What follows belongs to an exercise in optimizing a design on an open flow for small area; a production flow would make more cautious choices. The RTL was checked by simulation tests, not by an equivalence proof against the original design.

`design/flow/flow/run.sh`:
```
#!/bin/bash
# Own layout flow: the standard ORFS flow (standard.sh, including its
# standard synthesis), with two changes to how the layout is built:
#  - the input/output port buffers are sky130_fd_sc_hd__buf_1 cells;
#  - clock tree synthesis inserts no dummy loads and clusters up to 24 sinks.
# ORFS writes each step's full log under orfs/logs/; make's own output goes
# to make.log in this folder.
set -euo pipefail
export BUFFER_PORTS_ARGS="-buffer_cell sky130_fd_sc_hd__buf_1"
export CTS_ARGS="-sink_clustering_enable -repair_clock_nets -dont_use_dummy_load -sink_clustering_size 24 -sink_clustering_max_diameter 100"
bash standard.sh finish > make.log 2>&1
```
`design/flow/standard.sh`:
```
#!/bin/bash
# synth_recipe.tcl (not shown) runs the flow's synth.tcl, then flattens the netlist and writes it again
# the make line also repeats each setting of config.mk as NAME=value (left out here)
make -C /OpenROAD-flow-scripts/flow DESIGN_CONFIG=/design/flow/config.mk WORK_HOME=/design/flow/orfs CLKGATE_MAP_FILE= SYNTH_SCRIPT=/design/flow/synth_recipe.tcl "${@:-finish}"
```
`design/flow/config.mk`:
```
export PLATFORM = sky130hd
export DESIGN_NAME = cordic
export DESIGN_NICKNAME = cordic
export VERILOG_FILES = /design/flow/design.v
export SDC_FILE = /design/flow/constraint.sdc
export NUM_CORES = 4
export LEC_CHECK = 0
export CAP_MARGIN = 0
export CORE_MARGIN = 2
export CORE_UTILIZATION = 60
export SETUP_SLACK_MARGIN = 0.1
export SLEW_MARGIN = 0
export SYNTH_HIERARCHICAL = 1
export SYNTH_MINIMUM_KEEP_SIZE = 0
```
`design/flow/constraint.sdc`:
```
create_clock -name core_clock -period 5.0 [get_ports {clk}]
set_input_delay 1.0000 -clock core_clock [delete_from_list [all_inputs] [get_ports {clk}]]
set_output_delay 1.0000 -clock core_clock [all_outputs]
set_load 0.01 [all_outputs]
```
`design/flow/design.v`:
```
module cr_xor #(parameter W = 8) (
  input  [W-1:0] a,
  input  [W-1:0] b,
  output [W-1:0] y
);
  assign y = a ^ b;
endmodule
module cr_xnor #(parameter W = 8) (
  input  [W-1:0] a,
  input  [W-1:0] b,
  output [W-1:0] y
);
  assign y = ~(a ^ b);
endmodule
module cr_cmux (
  input  s,
  input  a1,
  input  a0,
  output y
);
  assign y = ~(s ? a1 : a0);
endmodule
module cr_addn #(parameter N = 16) (
  input  [N-1:0] a,
  input  [N-1:0] bn,
  input          cin,
  output [N-1:0] s,
  output         co
);
  wire [N-1:0] p;       
  wire [N:0]   c;
  assign c[0] = cin;
  genvar i;
  generate
    for (i = 0; i < N; i = i + 1) begin : g_b
      if (i % 2 == 0) begin : g_e
        cr_xor  #(.W(1)) u_p (.a(a[i]), .b(bn[i]), .y(p[i]));
        cr_xor  #(.W(1)) u_s (.a(p[i]), .b(c[i]),  .y(s[i]));
      end else begin : g_o
        cr_xnor #(.W(1)) u_p (.a(a[i]), .b(bn[i]), .y(p[i]));
        cr_xnor #(.W(1)) u_s (.a(p[i]), .b(c[i]),  .y(s[i]));
      end
      cr_cmux u_c (.s(p[i]), .a1(c[i]), .a0(bn[i]), .y(c[i+1]));
    end
  endgenerate
  assign co = c[N];
endmodule
module cr_prefix #(parameter W = 8) (
  input  [W-1:0] x,
  output [W-1:0] a1n,
  output [W-1:0] a0n
);
  assign a1n[0] = ~x[0];
  assign a0n[0] = x[0];
  genvar i;
  generate
    for (i = 1; i < W; i = i + 1) begin : g_b
      assign a1n[i] = a1n[i-1] | ~x[i];
      assign a0n[i] = a0n[i-1] | x[i];
    end
  endgenerate
endmodule
module cr_nand2 (
  input  a,
  input  b,
  output y
);
  assign y = ~(a & b);
endmodule
module cr_o22ai (
  input  a1,
  input  b1,
  input  a2,
  input  b2,
  output y
);
  assign y = ~((a1 | b1) & (a2 | b2));
endmodule
module cr_incdec #(parameter W = 8) (
  input  [W-1:0] x,
  input          incn,
  input          decn,
  output [W-1:0] y
);
  wire [W-1:0] f;
  cr_nand2 u_f0 (.a(incn), .b(decn), .y(f[0]));
  generate
    if (W > 1) begin : g_p
      wire [W-2:0] a1n, a0n;
      cr_prefix #(.W(W-1)) u_p (.x(x[W-2:0]), .a1n(a1n), .a0n(a0n));
      genvar i;
      for (i = 1; i < W; i = i + 1) begin : g_b
        cr_o22ai u_f (.a1(incn), .b1(a1n[i-1]), .a2(decn), .b2(a0n[i-1]), .y(f[i]));
      end
    end
  endgenerate
  cr_xor #(.W(W)) u_y (.a(x), .b(f), .y(y));
endmodule
module cordic (
  input                clk,
  input                reset,
  input                operands_val,
  input  signed [15:0] x_start,
  input  signed [15:0] y_start,
  input  signed [15:0] angle,
  output signed [15:0] sine,
  output signed [15:0] cosine,
  output               out_valid
);
  localparam [15:0] ODD = 16'haaaa;
  reg [9:0] vld;
  always @(posedge clk) begin
    if (reset) vld <= 10'd0;
    else       vld <= {vld[8:0], operands_val};
  end
  assign out_valid = vld[9];
  wire [15:0] t0 = angle - 16'd12868;
  wire [15:0] x0_0_s;
  wire x0_0_co;
  wire [15:0] x0_0_bn = {~(y_start[15] ^ 1'b1), y_start[14] ^ 1'b1, ~(y_start[13] ^ 1'b1), y_start[12] ^ 1'b1, ~(y_start[11] ^ 1'b1), y_start[10] ^ 1'b1, ~(y_start[9] ^ 1'b1), y_start[8] ^ 1'b1, ~(y_start[7] ^ 1'b1), y_start[6] ^ 1'b1, ~(y_start[5] ^ 1'b1), y_start[4] ^ 1'b1, ~(y_start[3] ^ 1'b1), y_start[2] ^ 1'b1, ~(y_start[1] ^ 1'b1), y_start[0] ^ 1'b1};
  cr_addn #(.N(16)) u_x0_0 (.a(x_start[15:0]), .bn(x0_0_bn), .cin(1'b1), .s(x0_0_s), .co(x0_0_co));
  wire [15:0] y0_0_s;
  wire y0_0_co;
  wire [15:0] y0_0_bn = {~(x_start[15] ^ 1'b0), x_start[14] ^ 1'b0, ~(x_start[13] ^ 1'b0), x_start[12] ^ 1'b0, ~(x_start[11] ^ 1'b0), x_start[10] ^ 1'b0, ~(x_start[9] ^ 1'b0), x_start[8] ^ 1'b0, ~(x_start[7] ^ 1'b0), x_start[6] ^ 1'b0, ~(x_start[5] ^ 1'b0), x_start[4] ^ 1'b0, ~(x_start[3] ^ 1'b0), x_start[2] ^ 1'b0, ~(x_start[1] ^ 1'b0), x_start[0] ^ 1'b0};
  cr_addn #(.N(16)) u_y0_0 (.a(y_start[15:0]), .bn(y0_0_bn), .cin(1'b0), .s(y0_0_s), .co(y0_0_co));
  wire [15:0] x0 = {x0_0_s};
  wire [15:0] y0 = {y0_0_s};
  wire dir1 = ~t0[15];
  wire [9:0] x1_0_s;
  wire x1_0_co;
  wire [9:0] x1_0_bn = {~(y0[10] ^ dir1), y0[9] ^ dir1, ~(y0[8] ^ dir1), y0[7] ^ dir1, ~(y0[6] ^ dir1), y0[5] ^ dir1, ~(y0[4] ^ dir1), y0[3] ^ dir1, ~(y0[2] ^ dir1), y0[1] ^ dir1};
  cr_addn #(.N(10)) u_x1_0 (.a(x0[9:0]), .bn(x1_0_bn), .cin(dir1), .s(x1_0_s), .co(x1_0_co));
  wire [9:0] y1_0_s;
  wire y1_0_co;
  wire [9:0] y1_0_bn = {~(x0[10] ^ ~dir1), x0[9] ^ ~dir1, ~(x0[8] ^ ~dir1), x0[7] ^ ~dir1, ~(x0[6] ^ ~dir1), x0[5] ^ ~dir1, ~(x0[4] ^ ~dir1), x0[3] ^ ~dir1, ~(x0[2] ^ ~dir1), x0[1] ^ ~dir1};
  cr_addn #(.N(10)) u_y1_0 (.a(y0[9:0]), .bn(y1_0_bn), .cin(~dir1), .s(y1_0_s), .co(y1_0_co));
  reg [9:0] xl0, yl0;
  reg cx0, cy0;
  reg [15:10] xa0, ya0;
  reg [15:0] tr0;
  always @(posedge clk) begin
    xl0 <= {x1_0_s};
    yl0 <= {y1_0_s};
    cx0 <= x1_0_co;
    cy0 <= y1_0_co;
    xa0 <= x0[15:10];
    ya0 <= y0[15:10];
    tr0 <= t0;
  end
  wire [15:0] xv0 = {xa0, 10'd0};
  wire [15:0] yv0 = {ya0, 10'd0};
  wire [5:0] x1_10_s;
  wire x1_10_co;
  wire [5:0] x1_10_bn = {~(yv0[15] ^ (~tr0[15])), yv0[15] ^ (~tr0[15]), ~(yv0[14] ^ (~tr0[15])), yv0[13] ^ (~tr0[15]), ~(yv0[12] ^ (~tr0[15])), yv0[11] ^ (~tr0[15])};
  cr_addn #(.N(6)) u_x1_10 (.a(xv0[15:10]), .bn(x1_10_bn), .cin(cx0), .s(x1_10_s), .co(x1_10_co));
  wire [5:0] y1_10_s;
  wire y1_10_co;
  wire [5:0] y1_10_bn = {~(xv0[15] ^ ~(~tr0[15])), xv0[15] ^ ~(~tr0[15]), ~(xv0[14] ^ ~(~tr0[15])), xv0[13] ^ ~(~tr0[15]), ~(xv0[12] ^ ~(~tr0[15])), xv0[11] ^ ~(~tr0[15])};
  cr_addn #(.N(6)) u_y1_10 (.a(yv0[15:10]), .bn(y1_10_bn), .cin(cy0), .s(y1_10_s), .co(y1_10_co));
  wire [15:0] x1 = {x1_10_s, xl0};
  wire [15:0] y1 = {y1_10_s, yl0};
  wire        a_sat = tr0[15] ^ tr0[14];
  wire [14:0] a_tu = {~tr0[14], tr0[13:0]};    
  wire a_s1 = ~tr0[15];
  wire a_ge_7596 = (a_tu[14] & (a_tu[13] | (a_tu[12] & (a_tu[11] & (a_tu[10] & (a_tu[9] | (a_tu[8] & (a_tu[7] & (a_tu[6] | (a_tu[5] & (a_tu[4] | (a_tu[3] & (a_tu[2] & (a_tu[1] | (a_tu[0] | 1'b1)))))))))))))));    
  wire a_ge_m7596 = (a_tu[14] | (a_tu[13] & (a_tu[12] | (a_tu[11] | (a_tu[10] | (a_tu[9] & (a_tu[8] | (a_tu[7] | (a_tu[6] & (a_tu[5] | (a_tu[4] & (a_tu[3] | (a_tu[2] & (a_tu[1] | (a_tu[0] | 1'b1)))))))))))))));    
  wire a_s2 = a_sat ? a_s1 : a_s1 ? a_ge_7596 : a_ge_m7596;
  wire a_ge_11609 = (a_tu[14] & (a_tu[13] & (a_tu[12] | (a_tu[11] & (a_tu[10] & (a_tu[9] | (a_tu[8] & (a_tu[7] | (a_tu[6] & (a_tu[5] | (a_tu[4] & (a_tu[3] & (a_tu[2] | (a_tu[1] | (a_tu[0] & 1'b1)))))))))))))));    
  wire a_ge_3583 = (a_tu[14] & (a_tu[13] | (a_tu[12] | (a_tu[11] & (a_tu[10] & (a_tu[9] | (a_tu[8] & (a_tu[7] & (a_tu[6] & (a_tu[5] & (a_tu[4] & (a_tu[3] & (a_tu[2] & (a_tu[1] & (a_tu[0] & 1'b1)))))))))))))));    
  wire a_ge_m3583 = (a_tu[14] | (a_tu[13] & (a_tu[12] & (a_tu[11] | (a_tu[10] | (a_tu[9] & (a_tu[8] | (a_tu[7] | (a_tu[6] | (a_tu[5] | (a_tu[4] | (a_tu[3] | (a_tu[2] | (a_tu[1] | (a_tu[0] & 1'b1)))))))))))))));    
  wire a_ge_m11609 = (a_tu[14] | (a_tu[13] | (a_tu[12] & (a_tu[11] | (a_tu[10] | (a_tu[9] & (a_tu[8] | (a_tu[7] & (a_tu[6] | (a_tu[5] & (a_tu[4] | (a_tu[3] | (a_tu[2] & (a_tu[1] & (a_tu[0] & 1'b1)))))))))))))));    
  wire a_s3 = a_sat ? a_s1 : a_s1 ? (a_s2 ? a_ge_11609 : a_ge_3583) : (a_s2 ? a_ge_m3583 : a_ge_m11609);
  wire a_ge_13646 = (a_tu[14] & (a_tu[13] & (a_tu[12] & (a_tu[11] | (a_tu[10] & (a_tu[9] | (a_tu[8] & (a_tu[7] | (a_tu[6] & (a_tu[5] | (a_tu[4] | (a_tu[3] & (a_tu[2] & (a_tu[1] & (a_tu[0] | 1'b1)))))))))))))));    
  wire a_ge_9572 = (a_tu[14] & (a_tu[13] & (a_tu[12] | (a_tu[11] | (a_tu[10] & (a_tu[9] | (a_tu[8] & (a_tu[7] | (a_tu[6] & (a_tu[5] & (a_tu[4] | (a_tu[3] | (a_tu[2] & (a_tu[1] | (a_tu[0] | 1'b1)))))))))))))));    
  wire a_ge_5620 = (a_tu[14] & (a_tu[13] | (a_tu[12] & (a_tu[11] | (a_tu[10] & (a_tu[9] | (a_tu[8] & (a_tu[7] & (a_tu[6] & (a_tu[5] & (a_tu[4] & (a_tu[3] | (a_tu[2] & (a_tu[1] | (a_tu[0] | 1'b1)))))))))))))));    
  wire a_ge_1546 = (a_tu[14] & (a_tu[13] | (a_tu[12] | (a_tu[11] | (a_tu[10] & (a_tu[9] & (a_tu[8] | (a_tu[7] | (a_tu[6] | (a_tu[5] | (a_tu[4] | (a_tu[3] & (a_tu[2] | (a_tu[1] & (a_tu[0] | 1'b1)))))))))))))));    
  wire a_ge_m1546 = (a_tu[14] | (a_tu[13] & (a_tu[12] & (a_tu[11] & (a_tu[10] | (a_tu[9] | (a_tu[8] & (a_tu[7] & (a_tu[6] & (a_tu[5] & (a_tu[4] & (a_tu[3] | (a_tu[2] & (a_tu[1] & (a_tu[0] | 1'b1)))))))))))))));    
  wire a_ge_m5620 = (a_tu[14] | (a_tu[13] & (a_tu[12] | (a_tu[11] & (a_tu[10] | (a_tu[9] & (a_tu[8] | (a_tu[7] | (a_tu[6] | (a_tu[5] | (a_tu[4] | (a_tu[3] & (a_tu[2] & (a_tu[1] | (a_tu[0] | 1'b1)))))))))))))));    
  wire a_ge_m9572 = (a_tu[14] | (a_tu[13] | (a_tu[12] & (a_tu[11] & (a_tu[10] | (a_tu[9] & (a_tu[8] | (a_tu[7] & (a_tu[6] | (a_tu[5] | (a_tu[4] & (a_tu[3] & (a_tu[2] & (a_tu[1] | (a_tu[0] | 1'b1)))))))))))))));    
  wire a_ge_m13646 = (a_tu[14] | (a_tu[13] | (a_tu[12] | (a_tu[11] & (a_tu[10] | (a_tu[9] & (a_tu[8] | (a_tu[7] & (a_tu[6] | (a_tu[5] & (a_tu[4] & (a_tu[3] | (a_tu[2] | (a_tu[1] & (a_tu[0] | 1'b1)))))))))))))));    
  wire [7:0] a_g4 = {a_ge_m13646, a_ge_m9572, a_ge_m5620, a_ge_m1546, a_ge_1546, a_ge_5620, a_ge_9572, a_ge_13646};
  wire a_s4 = a_sat ? a_s1 : a_g4[~{a_s1, a_s2, a_s3}];
  wire [11:0] a_t = tr0[11:0];
  wire dir2 = a_s2;
  wire [11:0] x2_0_s;
  wire x2_0_co;
  wire [11:0] x2_0_bn = {~(y1[13] ^ dir2), y1[12] ^ dir2, ~(y1[11] ^ dir2), y1[10] ^ dir2, ~(y1[9] ^ dir2), y1[8] ^ dir2, ~(y1[7] ^ dir2), y1[6] ^ dir2, ~(y1[5] ^ dir2), y1[4] ^ dir2, ~(y1[3] ^ dir2), y1[2] ^ dir2};
  cr_addn #(.N(12)) u_x2_0 (.a(x1[11:0]), .bn(x2_0_bn), .cin(dir2), .s(x2_0_s), .co(x2_0_co));
  wire [11:0] y2_0_s;
  wire y2_0_co;
  wire [11:0] y2_0_bn = {~(x1[13] ^ ~dir2), x1[12] ^ ~dir2, ~(x1[11] ^ ~dir2), x1[10] ^ ~dir2, ~(x1[9] ^ ~dir2), x1[8] ^ ~dir2, ~(x1[7] ^ ~dir2), x1[6] ^ ~dir2, ~(x1[5] ^ ~dir2), x1[4] ^ ~dir2, ~(x1[3] ^ ~dir2), x1[2] ^ ~dir2};
  cr_addn #(.N(12)) u_y2_0 (.a(y1[11:0]), .bn(y2_0_bn), .cin(~dir2), .s(y2_0_s), .co(y2_0_co));
  reg [11:0] xl1, yl1;
  reg cx1, cy1;
  reg [15:12] xa1, ya1;
  reg [11:0] tr1;
  reg sr1;
  reg [4:1] dr1;
  always @(posedge clk) begin
    xl1 <= {x2_0_s};
    yl1 <= {y2_0_s};
    cx1 <= x2_0_co;
    cy1 <= y2_0_co;
    xa1 <= x1[15:12];
    ya1 <= y1[15:12];
    tr1 <= a_t;
    sr1 <= a_sat;
    dr1 <= {a_s4, a_s3, a_s2, a_s1};
  end
  wire [15:0] xv1 = {xa1, 12'd0};
  wire [15:0] yv1 = {ya1, 12'd0};
  wire [1:0] x2_12_s;
  wire x2_12_co;
  wire [1:0] x2_12_bn = {~(yv1[15] ^ (dr1[2])), yv1[14] ^ (dr1[2])};
  cr_addn #(.N(2)) u_x2_12 (.a(xv1[13:12]), .bn(x2_12_bn), .cin(cx1), .s(x2_12_s), .co(x2_12_co));
  wire [1:0] y2_12_s;
  wire y2_12_co;
  wire [1:0] y2_12_bn = {~(xv1[15] ^ ~(dr1[2])), xv1[14] ^ ~(dr1[2])};
  cr_addn #(.N(2)) u_y2_12 (.a(yv1[13:12]), .bn(y2_12_bn), .cin(cy1), .s(y2_12_s), .co(y2_12_co));
  wire x2_t_cl = x2_12_co;
  wire x2_t_sg = yv1[15] ^ (dr1[2]);
  wire [1:0] x2_t_s;
  cr_incdec #(.W(2)) u_x2_t (.x(xv1[15:14]), .incn(~(x2_t_cl & ~x2_t_sg)), .decn(~(~x2_t_cl & x2_t_sg)), .y(x2_t_s));
  wire y2_t_cl = y2_12_co;
  wire y2_t_sg = xv1[15] ^ ~(dr1[2]);
  wire [1:0] y2_t_s;
  cr_incdec #(.W(2)) u_y2_t (.x(yv1[15:14]), .incn(~(y2_t_cl & ~y2_t_sg)), .decn(~(~y2_t_cl & y2_t_sg)), .y(y2_t_s));
  wire [15:0] x2 = {x2_t_s, x2_12_s, xl1};
  wire [15:0] y2 = {y2_t_s, y2_12_s, yl1};
  reg [11:0] b_c;    
  always @(*) begin
    case ({dr1[1], dr1[2], dr1[3], dr1[4]})
      4'b1111: b_c = 12'h94c;
      4'b1110: b_c = 12'h150;
      4'b1101: b_c = 12'h962;
      4'b1100: b_c = 12'h166;
      4'b1011: b_c = 12'h9f2;
      4'b1010: b_c = 12'h1f6;
      4'b1001: b_c = 12'ha08;
      4'b1000: b_c = 12'h20c;
      4'b0111: b_c = 12'hdf4;
      4'b0110: b_c = 12'h5f8;
      4'b0101: b_c = 12'he0a;
      4'b0100: b_c = 12'h60e;
      4'b0011: b_c = 12'he9a;
      4'b0010: b_c = 12'h69e;
      4'b0001: b_c = 12'heb0;
      4'b0000: b_c = 12'h6b4;
    endcase
  end
  wire [11:0] b_u = tr1 - b_c;    
  wire b_hi = ~b_u[11] & b_u[10];
  wire b_lo = b_u[11] & ~b_u[10];
  wire [10:0] u_dir = sr1 ? {11{dr1[1]}} : b_hi ? 11'h7ff : b_lo ? 11'h000 : {~b_u[10], b_u[9:0]};
  wire dir3 = dr1[3];
  wire [12:0] x3_0_s;
  wire x3_0_co;
  wire [12:0] x3_0_bn = {y2[15] ^ dir3, ~(y2[14] ^ dir3), y2[13] ^ dir3, ~(y2[12] ^ dir3), y2[11] ^ dir3, ~(y2[10] ^ dir3), y2[9] ^ dir3, ~(y2[8] ^ dir3), y2[7] ^ dir3, ~(y2[6] ^ dir3), y2[5] ^ dir3, ~(y2[4] ^ dir3), y2[3] ^ dir3};
  cr_addn #(.N(13)) u_x3_0 (.a(x2[12:0]), .bn(x3_0_bn), .cin(dir3), .s(x3_0_s), .co(x3_0_co));
  wire [12:0] y3_0_s;
  wire y3_0_co;
  wire [12:0] y3_0_bn = {x2[15] ^ ~dir3, ~(x2[14] ^ ~dir3), x2[13] ^ ~dir3, ~(x2[12] ^ ~dir3), x2[11] ^ ~dir3, ~(x2[10] ^ ~dir3), x2[9] ^ ~dir3, ~(x2[8] ^ ~dir3), x2[7] ^ ~dir3, ~(x2[6] ^ ~dir3), x2[5] ^ ~dir3, ~(x2[4] ^ ~dir3), x2[3] ^ ~dir3};
  cr_addn #(.N(13)) u_y3_0 (.a(y2[12:0]), .bn(y3_0_bn), .cin(~dir3), .s(y3_0_s), .co(y3_0_co));
  wire x3_t_cl = ~x3_0_co;
  wire x3_t_sg = y2[15] ^ dir3;
  wire [2:0] x3_t_s;
  cr_incdec #(.W(3)) u_x3_t (.x(x2[15:13]), .incn(~(x3_t_cl & ~x3_t_sg)), .decn(~(~x3_t_cl & x3_t_sg)), .y(x3_t_s));
  wire y3_t_cl = ~y3_0_co;
  wire y3_t_sg = x2[15] ^ ~dir3;
  wire [2:0] y3_t_s;
  cr_incdec #(.W(3)) u_y3_t (.x(y2[15:13]), .incn(~(y3_t_cl & ~y3_t_sg)), .decn(~(~y3_t_cl & y3_t_sg)), .y(y3_t_s));
  wire [15:0] x3 = {x3_t_s, x3_0_s};
  wire [15:0] y3 = {y3_t_s, y3_0_s};
  wire dir4 = dr1[4];
  wire [7:0] x4_0_s;
  wire x4_0_co;
  wire [7:0] x4_0_bn = {~(y3[11] ^ dir4), y3[10] ^ dir4, ~(y3[9] ^ dir4), y3[8] ^ dir4, ~(y3[7] ^ dir4), y3[6] ^ dir4, ~(y3[5] ^ dir4), y3[4] ^ dir4};
  cr_addn #(.N(8)) u_x4_0 (.a(x3[7:0]), .bn(x4_0_bn), .cin(dir4), .s(x4_0_s), .co(x4_0_co));
  wire [7:0] y4_0_s;
  wire y4_0_co;
  wire [7:0] y4_0_bn = {~(x3[11] ^ ~dir4), x3[10] ^ ~dir4, ~(x3[9] ^ ~dir4), x3[8] ^ ~dir4, ~(x3[7] ^ ~dir4), x3[6] ^ ~dir4, ~(x3[5] ^ ~dir4), x3[4] ^ ~dir4};
  cr_addn #(.N(8)) u_y4_0 (.a(y3[7:0]), .bn(y4_0_bn), .cin(~dir4), .s(y4_0_s), .co(y4_0_co));
  reg [7:0] xl2, yl2;
  reg cx2, cy2;
  reg [15:8] xa2, ya2;
  reg [15:4] dr2;
  always @(posedge clk) begin
    xl2 <= {x4_0_s};
    yl2 <= {y4_0_s};
    cx2 <= x4_0_co;
    cy2 <= y4_0_co;
    xa2 <= x3[15:8];
    ya2 <= y3[15:8];
    dr2 <= {u_dir[0], u_dir[1], u_dir[2], u_dir[3], u_dir[4], u_dir[5], u_dir[6], u_dir[7], u_dir[8], u_dir[9], u_dir[10], dr1[4]};
  end
  wire [15:0] xv2 = {xa2, 8'd0};
  wire [15:0] yv2 = {ya2, 8'd0};
  wire [3:0] x4_8_s;
  wire x4_8_co;
  wire [3:0] x4_8_bn = {~(yv2[15] ^ (dr2[4])), yv2[14] ^ (dr2[4]), ~(yv2[13] ^ (dr2[4])), yv2[12] ^ (dr2[4])};
  cr_addn #(.N(4)) u_x4_8 (.a(xv2[11:8]), .bn(x4_8_bn), .cin(cx2), .s(x4_8_s), .co(x4_8_co));
  wire [3:0] y4_8_s;
  wire y4_8_co;
  wire [3:0] y4_8_bn = {~(xv2[15] ^ ~(dr2[4])), xv2[14] ^ ~(dr2[4]), ~(xv2[13] ^ ~(dr2[4])), xv2[12] ^ ~(dr2[4])};
  cr_addn #(.N(4)) u_y4_8 (.a(yv2[11:8]), .bn(y4_8_bn), .cin(cy2), .s(y4_8_s), .co(y4_8_co));
  wire x4_t_cl = x4_8_co;
  wire x4_t_sg = yv2[15] ^ (dr2[4]);
  wire [3:0] x4_t_s;
  cr_incdec #(.W(4)) u_x4_t (.x(xv2[15:12]), .incn(~(x4_t_cl & ~x4_t_sg)), .decn(~(~x4_t_cl & x4_t_sg)), .y(x4_t_s));
  wire y4_t_cl = y4_8_co;
  wire y4_t_sg = xv2[15] ^ ~(dr2[4]);
  wire [3:0] y4_t_s;
  cr_incdec #(.W(4)) u_y4_t (.x(yv2[15:12]), .incn(~(y4_t_cl & ~y4_t_sg)), .decn(~(~y4_t_cl & y4_t_sg)), .y(y4_t_s));
  wire [15:0] x4 = {x4_t_s, x4_8_s, xl2};
  wire [15:0] y4 = {y4_t_s, y4_8_s, yl2};
  wire dir5 = dr2[5];
  wire [10:0] x5_0_s;
  wire x5_0_co;
  wire [10:0] x5_0_bn = {y4[15] ^ dir5, ~(y4[14] ^ dir5), y4[13] ^ dir5, ~(y4[12] ^ dir5), y4[11] ^ dir5, ~(y4[10] ^ dir5), y4[9] ^ dir5, ~(y4[8] ^ dir5), y4[7] ^ dir5, ~(y4[6] ^ dir5), y4[5] ^ dir5};
  cr_addn #(.N(11)) u_x5_0 (.a(x4[10:0]), .bn(x5_0_bn), .cin(dir5), .s(x5_0_s), .co(x5_0_co));
  wire [10:0] y5_0_s;
  wire y5_0_co;
  wire [10:0] y5_0_bn = {x4[15] ^ ~dir5, ~(x4[14] ^ ~dir5), x4[13] ^ ~dir5, ~(x4[12] ^ ~dir5), x4[11] ^ ~dir5, ~(x4[10] ^ ~dir5), x4[9] ^ ~dir5, ~(x4[8] ^ ~dir5), x4[7] ^ ~dir5, ~(x4[6] ^ ~dir5), x4[5] ^ ~dir5};
  cr_addn #(.N(11)) u_y5_0 (.a(y4[10:0]), .bn(y5_0_bn), .cin(~dir5), .s(y5_0_s), .co(y5_0_co));
  wire x5_t_cl = ~x5_0_co;
  wire x5_t_sg = y4[15] ^ dir5;
  wire [4:0] x5_t_s;
  cr_incdec #(.W(5)) u_x5_t (.x(x4[15:11]), .incn(~(x5_t_cl & ~x5_t_sg)), .decn(~(~x5_t_cl & x5_t_sg)), .y(x5_t_s));
  wire y5_t_cl = ~y5_0_co;
  wire y5_t_sg = x4[15] ^ ~dir5;
  wire [4:0] y5_t_s;
  cr_incdec #(.W(5)) u_y5_t (.x(y4[15:11]), .incn(~(y5_t_cl & ~y5_t_sg)), .decn(~(~y5_t_cl & y5_t_sg)), .y(y5_t_s));
  wire [15:0] x5 = {x5_t_s, x5_0_s};
  wire [15:0] y5 = {y5_t_s, y5_0_s};
  wire dir6 = dr2[6];
  wire [3:0] x6_0_s;
  wire x6_0_co;
  wire [3:0] x6_0_bn = {~(y5[9] ^ dir6), y5[8] ^ dir6, ~(y5[7] ^ dir6), y5[6] ^ dir6};
  cr_addn #(.N(4)) u_x6_0 (.a(x5[3:0]), .bn(x6_0_bn), .cin(dir6), .s(x6_0_s), .co(x6_0_co));
  wire [3:0] y6_0_s;
  wire y6_0_co;
  wire [3:0] y6_0_bn = {~(x5[9] ^ ~dir6), x5[8] ^ ~dir6, ~(x5[7] ^ ~dir6), x5[6] ^ ~dir6};
  cr_addn #(.N(4)) u_y6_0 (.a(y5[3:0]), .bn(y6_0_bn), .cin(~dir6), .s(y6_0_s), .co(y6_0_co));
  reg [3:0] xl3, yl3;
  reg cx3, cy3;
  reg [15:4] xa3, ya3;
  reg [15:6] dr3;
  always @(posedge clk) begin
    xl3 <= {x6_0_s};
    yl3 <= {y6_0_s};
    cx3 <= x6_0_co;
    cy3 <= y6_0_co;
    xa3 <= x5[15:4];
    ya3 <= y5[15:4];
    dr3 <= {dr2[15], dr2[14], dr2[13], dr2[12], dr2[11], dr2[10], dr2[9], dr2[8], dr2[7], dr2[6]};
  end
  wire [15:0] xv3 = {xa3, 4'd0};
  wire [15:0] yv3 = {ya3, 4'd0};
  wire [5:0] x6_4_s;
  wire x6_4_co;
  wire [5:0] x6_4_bn = {~(yv3[15] ^ (dr3[6])), yv3[14] ^ (dr3[6]), ~(yv3[13] ^ (dr3[6])), yv3[12] ^ (dr3[6]), ~(yv3[11] ^ (dr3[6])), yv3[10] ^ (dr3[6])};
  cr_addn #(.N(6)) u_x6_4 (.a(xv3[9:4]), .bn(x6_4_bn), .cin(cx3), .s(x6_4_s), .co(x6_4_co));
  wire [5:0] y6_4_s;
  wire y6_4_co;
  wire [5:0] y6_4_bn = {~(xv3[15] ^ ~(dr3[6])), xv3[14] ^ ~(dr3[6]), ~(xv3[13] ^ ~(dr3[6])), xv3[12] ^ ~(dr3[6]), ~(xv3[11] ^ ~(dr3[6])), xv3[10] ^ ~(dr3[6])};
  cr_addn #(.N(6)) u_y6_4 (.a(yv3[9:4]), .bn(y6_4_bn), .cin(cy3), .s(y6_4_s), .co(y6_4_co));
  wire x6_t_cl = x6_4_co;
  wire x6_t_sg = yv3[15] ^ (dr3[6]);
  wire [5:0] x6_t_s;
  cr_incdec #(.W(6)) u_x6_t (.x(xv3[15:10]), .incn(~(x6_t_cl & ~x6_t_sg)), .decn(~(~x6_t_cl & x6_t_sg)), .y(x6_t_s));
  wire y6_t_cl = y6_4_co;
  wire y6_t_sg = xv3[15] ^ ~(dr3[6]);
  wire [5:0] y6_t_s;
  cr_incdec #(.W(6)) u_y6_t (.x(yv3[15:10]), .incn(~(y6_t_cl & ~y6_t_sg)), .decn(~(~y6_t_cl & y6_t_sg)), .y(y6_t_s));
  wire [15:0] x6 = {x6_t_s, x6_4_s, xl3};
  wire [15:0] y6 = {y6_t_s, y6_4_s, yl3};
  wire dir7 = dr3[7];
  wire [7:0] x7_0_s;
  wire x7_0_co;
  wire [7:0] x7_0_bn = {~(y6[14] ^ dir7), y6[13] ^ dir7, ~(y6[12] ^ dir7), y6[11] ^ dir7, ~(y6[10] ^ dir7), y6[9] ^ dir7, ~(y6[8] ^ dir7), y6[7] ^ dir7};
  cr_addn #(.N(8)) u_x7_0 (.a(x6[7:0]), .bn(x7_0_bn), .cin(dir7), .s(x7_0_s), .co(x7_0_co));
  wire [7:0] y7_0_s;
  wire y7_0_co;
  wire [7:0] y7_0_bn = {~(x6[14] ^ ~dir7), x6[13] ^ ~dir7, ~(x6[12] ^ ~dir7), x6[11] ^ ~dir7, ~(x6[10] ^ ~dir7), x6[9] ^ ~dir7, ~(x6[8] ^ ~dir7), x6[7] ^ ~dir7};
  cr_addn #(.N(8)) u_y7_0 (.a(y6[7:0]), .bn(y7_0_bn), .cin(~dir7), .s(y7_0_s), .co(y7_0_co));
  reg [7:0] xl4, yl4;
  reg cx4, cy4;
  reg [15:8] xa4, ya4;
  reg [15:7] dr4;
  always @(posedge clk) begin
    xl4 <= {x7_0_s};
    yl4 <= {y7_0_s};
    cx4 <= x7_0_co;
    cy4 <= y7_0_co;
    xa4 <= x6[15:8];
    ya4 <= y6[15:8];
    dr4 <= {dr3[15], dr3[14], dr3[13], dr3[12], dr3[11], dr3[10], dr3[9], dr3[8], dr3[7]};
  end
  wire [15:0] xv4 = {xa4, 8'd0};
  wire [15:0] yv4 = {ya4, 8'd0};
  wire [0:0] x7_8_s;
  wire x7_8_co;
  wire [0:0] x7_8_bn = {yv4[15] ^ (dr4[7])};
  cr_addn #(.N(1)) u_x7_8 (.a(xv4[8:8]), .bn(x7_8_bn), .cin(cx4), .s(x7_8_s), .co(x7_8_co));
  wire [0:0] y7_8_s;
  wire y7_8_co;
  wire [0:0] y7_8_bn = {xv4[15] ^ ~(dr4[7])};
  cr_addn #(.N(1)) u_y7_8 (.a(yv4[8:8]), .bn(y7_8_bn), .cin(cy4), .s(y7_8_s), .co(y7_8_co));
  wire x7_t_cl = ~x7_8_co;
  wire x7_t_sg = yv4[15] ^ (dr4[7]);
  wire [6:0] x7_t_s;
  cr_incdec #(.W(7)) u_x7_t (.x(xv4[15:9]), .incn(~(x7_t_cl & ~x7_t_sg)), .decn(~(~x7_t_cl & x7_t_sg)), .y(x7_t_s));
  wire y7_t_cl = ~y7_8_co;
  wire y7_t_sg = xv4[15] ^ ~(dr4[7]);
  wire [6:0] y7_t_s;
  cr_incdec #(.W(7)) u_y7_t (.x(yv4[15:9]), .incn(~(y7_t_cl & ~y7_t_sg)), .decn(~(~y7_t_cl & y7_t_sg)), .y(y7_t_s));
  wire [15:0] x7 = {x7_t_s, x7_8_s, xl4};
  wire [15:0] y7 = {y7_t_s, y7_8_s, yl4};
  wire dir8 = dr4[8];
  wire [7:0] x8_0_s;
  wire x8_0_co;
  wire [7:0] x8_0_bn = {~(y7[15] ^ dir8), y7[14] ^ dir8, ~(y7[13] ^ dir8), y7[12] ^ dir8, ~(y7[11] ^ dir8), y7[10] ^ dir8, ~(y7[9] ^ dir8), y7[8] ^ dir8};
  cr_addn #(.N(8)) u_x8_0 (.a(x7[7:0]), .bn(x8_0_bn), .cin(dir8), .s(x8_0_s), .co(x8_0_co));
  wire [7:0] y8_0_s;
  wire y8_0_co;
  wire [7:0] y8_0_bn = {~(x7[15] ^ ~dir8), x7[14] ^ ~dir8, ~(x7[13] ^ ~dir8), x7[12] ^ ~dir8, ~(x7[11] ^ ~dir8), x7[10] ^ ~dir8, ~(x7[9] ^ ~dir8), x7[8] ^ ~dir8};
  cr_addn #(.N(8)) u_y8_0 (.a(y7[7:0]), .bn(y8_0_bn), .cin(~dir8), .s(y8_0_s), .co(y8_0_co));
  wire x8_t_cl = x8_0_co;
  wire x8_t_sg = y7[15] ^ dir8;
  wire [7:0] x8_t_s;
  cr_incdec #(.W(8)) u_x8_t (.x(x7[15:8]), .incn(~(x8_t_cl & ~x8_t_sg)), .decn(~(~x8_t_cl & x8_t_sg)), .y(x8_t_s));
  wire y8_t_cl = y8_0_co;
  wire y8_t_sg = x7[15] ^ ~dir8;
  wire [7:0] y8_t_s;
  cr_incdec #(.W(8)) u_y8_t (.x(y7[15:8]), .incn(~(y8_t_cl & ~y8_t_sg)), .decn(~(~y8_t_cl & y8_t_sg)), .y(y8_t_s));
  wire [15:0] x8 = {x8_t_s, x8_0_s};
  wire [15:0] y8 = {y8_t_s, y8_0_s};
  reg [15:0] xr5, yr5;
  reg [15:9] dr5;
  always @(posedge clk) begin
    xr5 <= x8;
    yr5 <= y8;
    dr5 <= {dr4[15], dr4[14], dr4[13], dr4[12], dr4[11], dr4[10], dr4[9]};
  end
  wire dir9 = dr5[9];
  wire [6:0] x9_0_s;
  wire x9_0_co;
  wire [6:0] x9_0_bn = {yr5[15] ^ dir9, ~(yr5[14] ^ dir9), yr5[13] ^ dir9, ~(yr5[12] ^ dir9), yr5[11] ^ dir9, ~(yr5[10] ^ dir9), yr5[9] ^ dir9};
  cr_addn #(.N(7)) u_x9_0 (.a(xr5[6:0]), .bn(x9_0_bn), .cin(dir9), .s(x9_0_s), .co(x9_0_co));
  wire [6:0] y9_0_s;
  wire y9_0_co;
  wire [6:0] y9_0_bn = {xr5[15] ^ ~dir9, ~(xr5[14] ^ ~dir9), xr5[13] ^ ~dir9, ~(xr5[12] ^ ~dir9), xr5[11] ^ ~dir9, ~(xr5[10] ^ ~dir9), xr5[9] ^ ~dir9};
  cr_addn #(.N(7)) u_y9_0 (.a(yr5[6:0]), .bn(y9_0_bn), .cin(~dir9), .s(y9_0_s), .co(y9_0_co));
  wire x9_t_cl = ~x9_0_co;
  wire x9_t_sg = yr5[15] ^ dir9;
  wire [8:0] x9_t_s;
  cr_incdec #(.W(9)) u_x9_t (.x(xr5[15:7]), .incn(~(x9_t_cl & ~x9_t_sg)), .decn(~(~x9_t_cl & x9_t_sg)), .y(x9_t_s));
  wire y9_t_cl = ~y9_0_co;
  wire y9_t_sg = xr5[15] ^ ~dir9;
  wire [8:0] y9_t_s;
  cr_incdec #(.W(9)) u_y9_t (.x(yr5[15:7]), .incn(~(y9_t_cl & ~y9_t_sg)), .decn(~(~y9_t_cl & y9_t_sg)), .y(y9_t_s));
  wire [15:0] x9 = {x9_t_s, x9_0_s};
  wire [15:0] y9 = {y9_t_s, y9_0_s};
  wire dir10 = dr5[10];
  wire [3:0] x10_0_s;
  wire x10_0_co;
  wire [3:0] x10_0_bn = {~(y9[13] ^ dir10), y9[12] ^ dir10, ~(y9[11] ^ dir10), y9[10] ^ dir10};
  cr_addn #(.N(4)) u_x10_0 (.a(x9[3:0]), .bn(x10_0_bn), .cin(dir10), .s(x10_0_s), .co(x10_0_co));
  wire [3:0] y10_0_s;
  wire y10_0_co;
  wire [3:0] y10_0_bn = {~(x9[13] ^ ~dir10), x9[12] ^ ~dir10, ~(x9[11] ^ ~dir10), x9[10] ^ ~dir10};
  cr_addn #(.N(4)) u_y10_0 (.a(y9[3:0]), .bn(y10_0_bn), .cin(~dir10), .s(y10_0_s), .co(y10_0_co));
  reg [3:0] xl6, yl6;
  reg cx6, cy6;
  reg [15:4] xa6, ya6;
  reg [15:10] dr6;
  always @(posedge clk) begin
    xl6 <= {x10_0_s};
    yl6 <= {y10_0_s};
    cx6 <= x10_0_co;
    cy6 <= y10_0_co;
    xa6 <= x9[15:4];
    ya6 <= y9[15:4];
    dr6 <= {dr5[15], dr5[14], dr5[13], dr5[12], dr5[11], dr5[10]};
  end
  wire [15:0] xv6 = {xa6, 4'd0};
  wire [15:0] yv6 = {ya6, 4'd0};
  wire [1:0] x10_4_s;
  wire x10_4_co;
  wire [1:0] x10_4_bn = {~(yv6[15] ^ (dr6[10])), yv6[14] ^ (dr6[10])};
  cr_addn #(.N(2)) u_x10_4 (.a(xv6[5:4]), .bn(x10_4_bn), .cin(cx6), .s(x10_4_s), .co(x10_4_co));
  wire [1:0] y10_4_s;
  wire y10_4_co;
  wire [1:0] y10_4_bn = {~(xv6[15] ^ ~(dr6[10])), xv6[14] ^ ~(dr6[10])};
  cr_addn #(.N(2)) u_y10_4 (.a(yv6[5:4]), .bn(y10_4_bn), .cin(cy6), .s(y10_4_s), .co(y10_4_co));
  wire x10_t_cl = x10_4_co;
  wire x10_t_sg = yv6[15] ^ (dr6[10]);
  wire [9:0] x10_t_s;
  cr_incdec #(.W(10)) u_x10_t (.x(xv6[15:6]), .incn(~(x10_t_cl & ~x10_t_sg)), .decn(~(~x10_t_cl & x10_t_sg)), .y(x10_t_s));
  wire y10_t_cl = y10_4_co;
  wire y10_t_sg = xv6[15] ^ ~(dr6[10]);
  wire [9:0] y10_t_s;
  cr_incdec #(.W(10)) u_y10_t (.x(yv6[15:6]), .incn(~(y10_t_cl & ~y10_t_sg)), .decn(~(~y10_t_cl & y10_t_sg)), .y(y10_t_s));
  wire [15:0] x10 = {x10_t_s, x10_4_s, xl6};
  wire [15:0] y10 = {y10_t_s, y10_4_s, yl6};
  wire dir11 = dr6[11];
  wire [3:0] x11_0_s;
  wire x11_0_co;
  wire [3:0] x11_0_bn = {~(y10[14] ^ dir11), y10[13] ^ dir11, ~(y10[12] ^ dir11), y10[11] ^ dir11};
  cr_addn #(.N(4)) u_x11_0 (.a(x10[3:0]), .bn(x11_0_bn), .cin(dir11), .s(x11_0_s), .co(x11_0_co));
  wire [3:0] y11_0_s;
  wire y11_0_co;
  wire [3:0] y11_0_bn = {~(x10[14] ^ ~dir11), x10[13] ^ ~dir11, ~(x10[12] ^ ~dir11), x10[11] ^ ~dir11};
  cr_addn #(.N(4)) u_y11_0 (.a(y10[3:0]), .bn(y11_0_bn), .cin(~dir11), .s(y11_0_s), .co(y11_0_co));
  reg [3:0] xl7, yl7;
  reg cx7, cy7;
  reg [15:4] xa7, ya7;
  reg [15:11] dr7;
  always @(posedge clk) begin
    xl7 <= {x11_0_s};
    yl7 <= {y11_0_s};
    cx7 <= x11_0_co;
    cy7 <= y11_0_co;
    xa7 <= x10[15:4];
    ya7 <= y10[15:4];
    dr7 <= {dr6[15], dr6[14], dr6[13], dr6[12], dr6[11]};
  end
  wire [15:0] xv7 = {xa7, 4'd0};
  wire [15:0] yv7 = {ya7, 4'd0};
  wire [0:0] x11_4_s;
  wire x11_4_co;
  wire [0:0] x11_4_bn = {yv7[15] ^ (dr7[11])};
  cr_addn #(.N(1)) u_x11_4 (.a(xv7[4:4]), .bn(x11_4_bn), .cin(cx7), .s(x11_4_s), .co(x11_4_co));
  wire [0:0] y11_4_s;
  wire y11_4_co;
  wire [0:0] y11_4_bn = {xv7[15] ^ ~(dr7[11])};
  cr_addn #(.N(1)) u_y11_4 (.a(yv7[4:4]), .bn(y11_4_bn), .cin(cy7), .s(y11_4_s), .co(y11_4_co));
  wire x11_t_cl = ~x11_4_co;
  wire x11_t_sg = yv7[15] ^ (dr7[11]);
  wire [10:0] x11_t_s;
  cr_incdec #(.W(11)) u_x11_t (.x(xv7[15:5]), .incn(~(x11_t_cl & ~x11_t_sg)), .decn(~(~x11_t_cl & x11_t_sg)), .y(x11_t_s));
  wire y11_t_cl = ~y11_4_co;
  wire y11_t_sg = xv7[15] ^ ~(dr7[11]);
  wire [10:0] y11_t_s;
  cr_incdec #(.W(11)) u_y11_t (.x(yv7[15:5]), .incn(~(y11_t_cl & ~y11_t_sg)), .decn(~(~y11_t_cl & y11_t_sg)), .y(y11_t_s));
  wire [15:0] x11 = {x11_t_s, x11_4_s, xl7};
  wire [15:0] y11 = {y11_t_s, y11_4_s, yl7};
  wire dir12 = dr7[12];
  wire [3:0] x12_0_s;
  wire x12_0_co;
  wire [3:0] x12_0_bn = {~(y11[15] ^ dir12), y11[14] ^ dir12, ~(y11[13] ^ dir12), y11[12] ^ dir12};
  cr_addn #(.N(4)) u_x12_0 (.a(x11[3:0]), .bn(x12_0_bn), .cin(dir12), .s(x12_0_s), .co(x12_0_co));
  wire [3:0] y12_0_s;
  wire y12_0_co;
  wire [3:0] y12_0_bn = {~(x11[15] ^ ~dir12), x11[14] ^ ~dir12, ~(x11[13] ^ ~dir12), x11[12] ^ ~dir12};
  cr_addn #(.N(4)) u_y12_0 (.a(y11[3:0]), .bn(y12_0_bn), .cin(~dir12), .s(y12_0_s), .co(y12_0_co));
  wire x12_t_cl = x12_0_co;
  wire x12_t_sg = y11[15] ^ dir12;
  wire [11:0] x12_t_s;
  cr_incdec #(.W(12)) u_x12_t (.x(x11[15:4]), .incn(~(x12_t_cl & ~x12_t_sg)), .decn(~(~x12_t_cl & x12_t_sg)), .y(x12_t_s));
  wire y12_t_cl = y12_0_co;
  wire y12_t_sg = x11[15] ^ ~dir12;
  wire [11:0] y12_t_s;
  cr_incdec #(.W(12)) u_y12_t (.x(y11[15:4]), .incn(~(y12_t_cl & ~y12_t_sg)), .decn(~(~y12_t_cl & y12_t_sg)), .y(y12_t_s));
  wire [15:0] x12 = {x12_t_s, x12_0_s};
  wire [15:0] y12 = {y12_t_s, y12_0_s};
  reg [15:0] xr8, yr8;
  reg [15:13] dr8;
  always @(posedge clk) begin
    xr8 <= x12;
    yr8 <= y12;
    dr8 <= {dr7[15], dr7[14], dr7[13]};
  end
  wire dir13 = dr8[13];
  wire [2:0] x13_0_s;
  wire x13_0_co;
  wire [2:0] x13_0_bn = {yr8[15] ^ dir13, ~(yr8[14] ^ dir13), yr8[13] ^ dir13};
  cr_addn #(.N(3)) u_x13_0 (.a(xr8[2:0]), .bn(x13_0_bn), .cin(dir13), .s(x13_0_s), .co(x13_0_co));
  wire [2:0] y13_0_s;
  wire y13_0_co;
  wire [2:0] y13_0_bn = {xr8[15] ^ ~dir13, ~(xr8[14] ^ ~dir13), xr8[13] ^ ~dir13};
  cr_addn #(.N(3)) u_y13_0 (.a(yr8[2:0]), .bn(y13_0_bn), .cin(~dir13), .s(y13_0_s), .co(y13_0_co));
  wire x13_t_cl = ~x13_0_co;
  wire x13_t_sg = yr8[15] ^ dir13;
  wire [12:0] x13_t_s;
  cr_incdec #(.W(13)) u_x13_t (.x(xr8[15:3]), .incn(~(x13_t_cl & ~x13_t_sg)), .decn(~(~x13_t_cl & x13_t_sg)), .y(x13_t_s));
  wire y13_t_cl = ~y13_0_co;
  wire y13_t_sg = xr8[15] ^ ~dir13;
  wire [12:0] y13_t_s;
  cr_incdec #(.W(13)) u_y13_t (.x(yr8[15:3]), .incn(~(y13_t_cl & ~y13_t_sg)), .decn(~(~y13_t_cl & y13_t_sg)), .y(y13_t_s));
  wire [15:0] x13 = {x13_t_s, x13_0_s};
  wire [15:0] y13 = {y13_t_s, y13_0_s};
  wire dir14 = dr8[14];
  wire [1:0] x14_0_s;
  wire x14_0_co;
  wire [1:0] x14_0_bn = {~(y13[15] ^ dir14), y13[14] ^ dir14};
  cr_addn #(.N(2)) u_x14_0 (.a(x13[1:0]), .bn(x14_0_bn), .cin(dir14), .s(x14_0_s), .co(x14_0_co));
  wire [1:0] y14_0_s;
  wire y14_0_co;
  wire [1:0] y14_0_bn = {~(x13[15] ^ ~dir14), x13[14] ^ ~dir14};
  cr_addn #(.N(2)) u_y14_0 (.a(y13[1:0]), .bn(y14_0_bn), .cin(~dir14), .s(y14_0_s), .co(y14_0_co));
  wire x14_t_cl = x14_0_co;
  wire x14_t_sg = y13[15] ^ dir14;
  wire [13:0] x14_t_s;
  cr_incdec #(.W(14)) u_x14_t (.x(x13[15:2]), .incn(~(x14_t_cl & ~x14_t_sg)), .decn(~(~x14_t_cl & x14_t_sg)), .y(x14_t_s));
  wire y14_t_cl = y14_0_co;
  wire y14_t_sg = x13[15] ^ ~dir14;
  wire [13:0] y14_t_s;
  cr_incdec #(.W(14)) u_y14_t (.x(y13[15:2]), .incn(~(y14_t_cl & ~y14_t_sg)), .decn(~(~y14_t_cl & y14_t_sg)), .y(y14_t_s));
  wire [15:0] x14 = {x14_t_s, x14_0_s};
  wire [15:0] y14 = {y14_t_s, y14_0_s};
  reg [15:0] xr9, yr9;
  reg [15:15] dr9;
  always @(posedge clk) begin
    xr9 <= x14;
    yr9 <= y14;
    dr9 <= {dr8[15]};
  end
  wire dir15 = dr9[15];
  wire [0:0] x15_0_s;
  wire x15_0_co;
  wire [0:0] x15_0_bn = {yr9[15] ^ dir15};
  cr_addn #(.N(1)) u_x15_0 (.a(xr9[0:0]), .bn(x15_0_bn), .cin(dir15), .s(x15_0_s), .co(x15_0_co));
  wire [0:0] y15_0_s;
  wire y15_0_co;
  wire [0:0] y15_0_bn = {xr9[15] ^ ~dir15};
  cr_addn #(.N(1)) u_y15_0 (.a(yr9[0:0]), .bn(y15_0_bn), .cin(~dir15), .s(y15_0_s), .co(y15_0_co));
  wire x15_t_cl = ~x15_0_co;
  wire x15_t_sg = yr9[15] ^ dir15;
  wire [14:0] x15_t_s;
  cr_incdec #(.W(15)) u_x15_t (.x(xr9[15:1]), .incn(~(x15_t_cl & ~x15_t_sg)), .decn(~(~x15_t_cl & x15_t_sg)), .y(x15_t_s));
  wire y15_t_cl = ~y15_0_co;
  wire y15_t_sg = xr9[15] ^ ~dir15;
  wire [14:0] y15_t_s;
  cr_incdec #(.W(15)) u_y15_t (.x(yr9[15:1]), .incn(~(y15_t_cl & ~y15_t_sg)), .decn(~(~y15_t_cl & y15_t_sg)), .y(y15_t_s));
  wire [15:0] x15 = {x15_t_s, x15_0_s};
  wire [15:0] y15 = {y15_t_s, y15_0_s};
  assign cosine = x15;
  assign sine   = y15;
endmodule
```
==> notes.md <==
[sequential cells by signal, summed over array words and instances, names as in the netlist, 12 cells and up]
name	cells
ya7	12
tr0	16
xa6	12
yr8	16
xa7	12
ya3	12
dr2	12
yl1	12
yr5	16
xr8	16
yr9	16
xl1	12
xa3	12
tr1	12
ya6	12
xr9	16
xr5	16
[metrics by stage]
| step | cells | hold WS [ns] | setup WS (ns) | TNS [ns] | cell area (um2) |
|---|---|---|---|---|---|
| 2_1_floorplan | 2939 | 0.310 | 0.167 | 0 | 27700 |
| 3_3_place_gp | 3568 | 0.310 | 0.0855 | 0 | 28600 |
| 3_5_place_dp | 3568 | 0.312 | -0.0584 | -0.0989 | 28600 |
| 4_1_cts | 3590 | 0.334 | 0.202 | 0 | 29200 |
| 5_1_grt | 3600 | 0.336 | 0.0357 | 0 | 29400 |
| 6_report | 3600 | 0.330 | 0.448 | 0 | 29400 |
[cell type report]
cell class / instances / area [um2]
multi-input combinational: 2304 / 18300
fill: 3866 / 16100
sequential: 439 / 8800
tap: 600 / 751
timing repair buffer: 126 / 642
clock buffer: 22 / 551
inverter: 109 / 409
[final timing paths]
check | start | end | slack (ns) | depth (start not counted)
max | xa2[12]$_DFF_P_ | xa3[14]$_DFF_P_ | 0.45 | 18
min | dr7[13]$_DFF_P_ | dr8[13]$_DFF_P_ | 0.33 | 0
max reg2reg | xa2[12]$_DFF_P_ | xa3[14]$_DFF_P_ | 0.45 | 18
min reg2reg | dr7[13]$_DFF_P_ | dr8[13]$_DFF_P_ | 0.33 | 0
[cells in the final DEF, fill, tap and decap left out, drive strengths merged, types with 21 or more instances in the layout]
| cell type | n |
|---|---|
| xor2 | 661 |
| dfxtp | 439 |
| xnor2 | 387 |
| mux2i | 271 |
| o22ai | 212 |
| nand2 | 164 |
| buf | 126 |
| inv | 108 |
| nand3 | 95 |
| or2 | 86 |
| nor2 | 54 |
| nand4 | 41 |
| or3 | 41 |
| and4 | 33 |
| nor4 | 28 |
| clkbuf | 22 |
| a21oi | 21 |
| ha | 21 |
[repair_timing]
action | in CTS | in global routing
setup buffers | 0 | 10
gates resized for setup | 0 | 37
setup endpoints to repair | 0 | 68
[routing by layer]
| layer | global-route usage [%] | up-vias | share of wire (%) |
|---|---|---|---|
| li1 | - | 10146 | - |
| met2 | 43.5 | 229 | 54 |
| met1 | 25.6 | 9421 | 42 |
| met4 | 5.07 | 0 | 2.1 |
| met3 | 1.75 | 64 | 1.8 |
| met5 | 0 | - | 0 |
[worst reg2reg max path, delay by kind of cell (launching register included)]
kind             cells  cell delay, ns
multiplexers         8            1.65
XOR/XNOR             6            1.41
AND/OR/NAND/NOR      3            0.83
flip-flops           1            0.38
AO/OA/AOI/OAI        1            0.20
==> results.json <==
{
  "clkSinkCount": 439,
  "io-pin-count": 84,
  "crit_top_cell": "mux2i_1",
  "crit_path_start_kind": "flop",
  "hold_buffers": 0,
  "period_minus_slack_ns": 4.55,
  "numCtsBuffers": 22,
  "h-tree-depth": 1,
  "routed_via_density": 5.52,
  "max_freq_ghz": 0.220,
  "cap_violations": 0,
  "path_buf_inv": 0,
  "initial_core_util_pct": 61.0,
  "gp_congestion": 0.840,
  "cts_tree": "done",
  "fin_nets": 3075,
  "grt_max_degree": 25,
  "fin_crit_sh_pct": 91.0,
  "rsz0062_at_grt": "false",
  "wirelength_um": 53800,
  "outcome": "no timing/DRC/antenna violations",
  "num_vias": 19860,
  "area_delta_synth_final_pct": 6.07,
  "clkTransAtPathRegs_ns": 0.10,
  "grt_overflow_total": 0,
  "n_antenna_cell": 0,
  "grt_use_total_pct": 22.1,
  "clock_skew_ns": 0.0449,
  "wire_per_inst_um": 15.0,
  "worstPathMaxFanout": 8,
  "synth_warnings": 7,
  "slew_headroom_pct": 38.6,
  "syn-mean-instance-area_um2": 9.44,
  "synth_cells": 2937,
  "end_kind": "flop",
  "cts-root-buf": "clkbuf_16",
  "required_ns": 5.49,
  "first_pass_iters": 5,
  "grt_pass1_vias": 19116,
  "route.detailed.drc": 0,
  "hold_violations": 0,
  "path_delay_family": "multiplexers",
  "die_height_um": 219,
  "core_area_um2": 45500,
  "insertion_delay_ns": 0.57,
  "cpMaxStageDelayCell": "dfxtp_2",
  "hpwl_um": 42300,
  "tightest_slew_ns": 0.917,
  "utilization_pct": 64.7,
  "cp_cell_sequence": "xnor2_1 -> xor2_1 -> mux2i_1 -> mux2i_1 -> mux2i_2 -> mux2i_1 -> or2_2 -> nand2_1 -> xor2_2 -> xnor2_1 -> xnor2_1 -> mux2i_1 -> mux2i_1 -> mux2i_1 -> mux2i_1 -> or2_2 -> o22ai_1 -> xor2_1",
  "worstSetupPathType": "flop to flop",
  "antenna_found_initial": 0,
  "drv_slew": 0,
  "hp-class": "flop to flop",
  "drive_gt1_share_pct": 8.13,
  "critPathMaxStageDelay_ns": 0.38,
  "portBuffers": 83,
  "drtAntennaViolNets": 0,
  "grt_pass1_wl_um": 89500,
  "dieArea_um2": 48000,
  "cp.arrival_ns": 5.04,
  "clockBufferDepth": 3,
  "fp-row-count": 78,
  "netlist_area_um2": 27700,
  "setup_violations": 0,
  "drtIter0Drc": 995,
  "die_x_um": 219
}

[what the ideal ports hide]
In the flow no input, the clock included, has a driving cell. The finished layout below was timed again as built, in two steps.
Step 1, drivers: a clkbuf_16 drives clk and a buf_2 each remaining input, both assumed.
Step 2 moves the port delays by t, midway between the first and last clock arrival at a register: inputs arrive t later, outputs are due t later. That takes back most of the time a late clock gives input paths.
Three values: ideal, step 1, step 2; two values: the first two.
t, ns: 0.601
slack for setup (ns): 0.448 / 0.448 / -0.015
worst setup path after step 2: input to register
Met with ideal ports but missed after step 2: setup timing in this run. For this run, drivers alone change the setup slack by 0.000 ns; drivers and shift together by -0.463 ns.
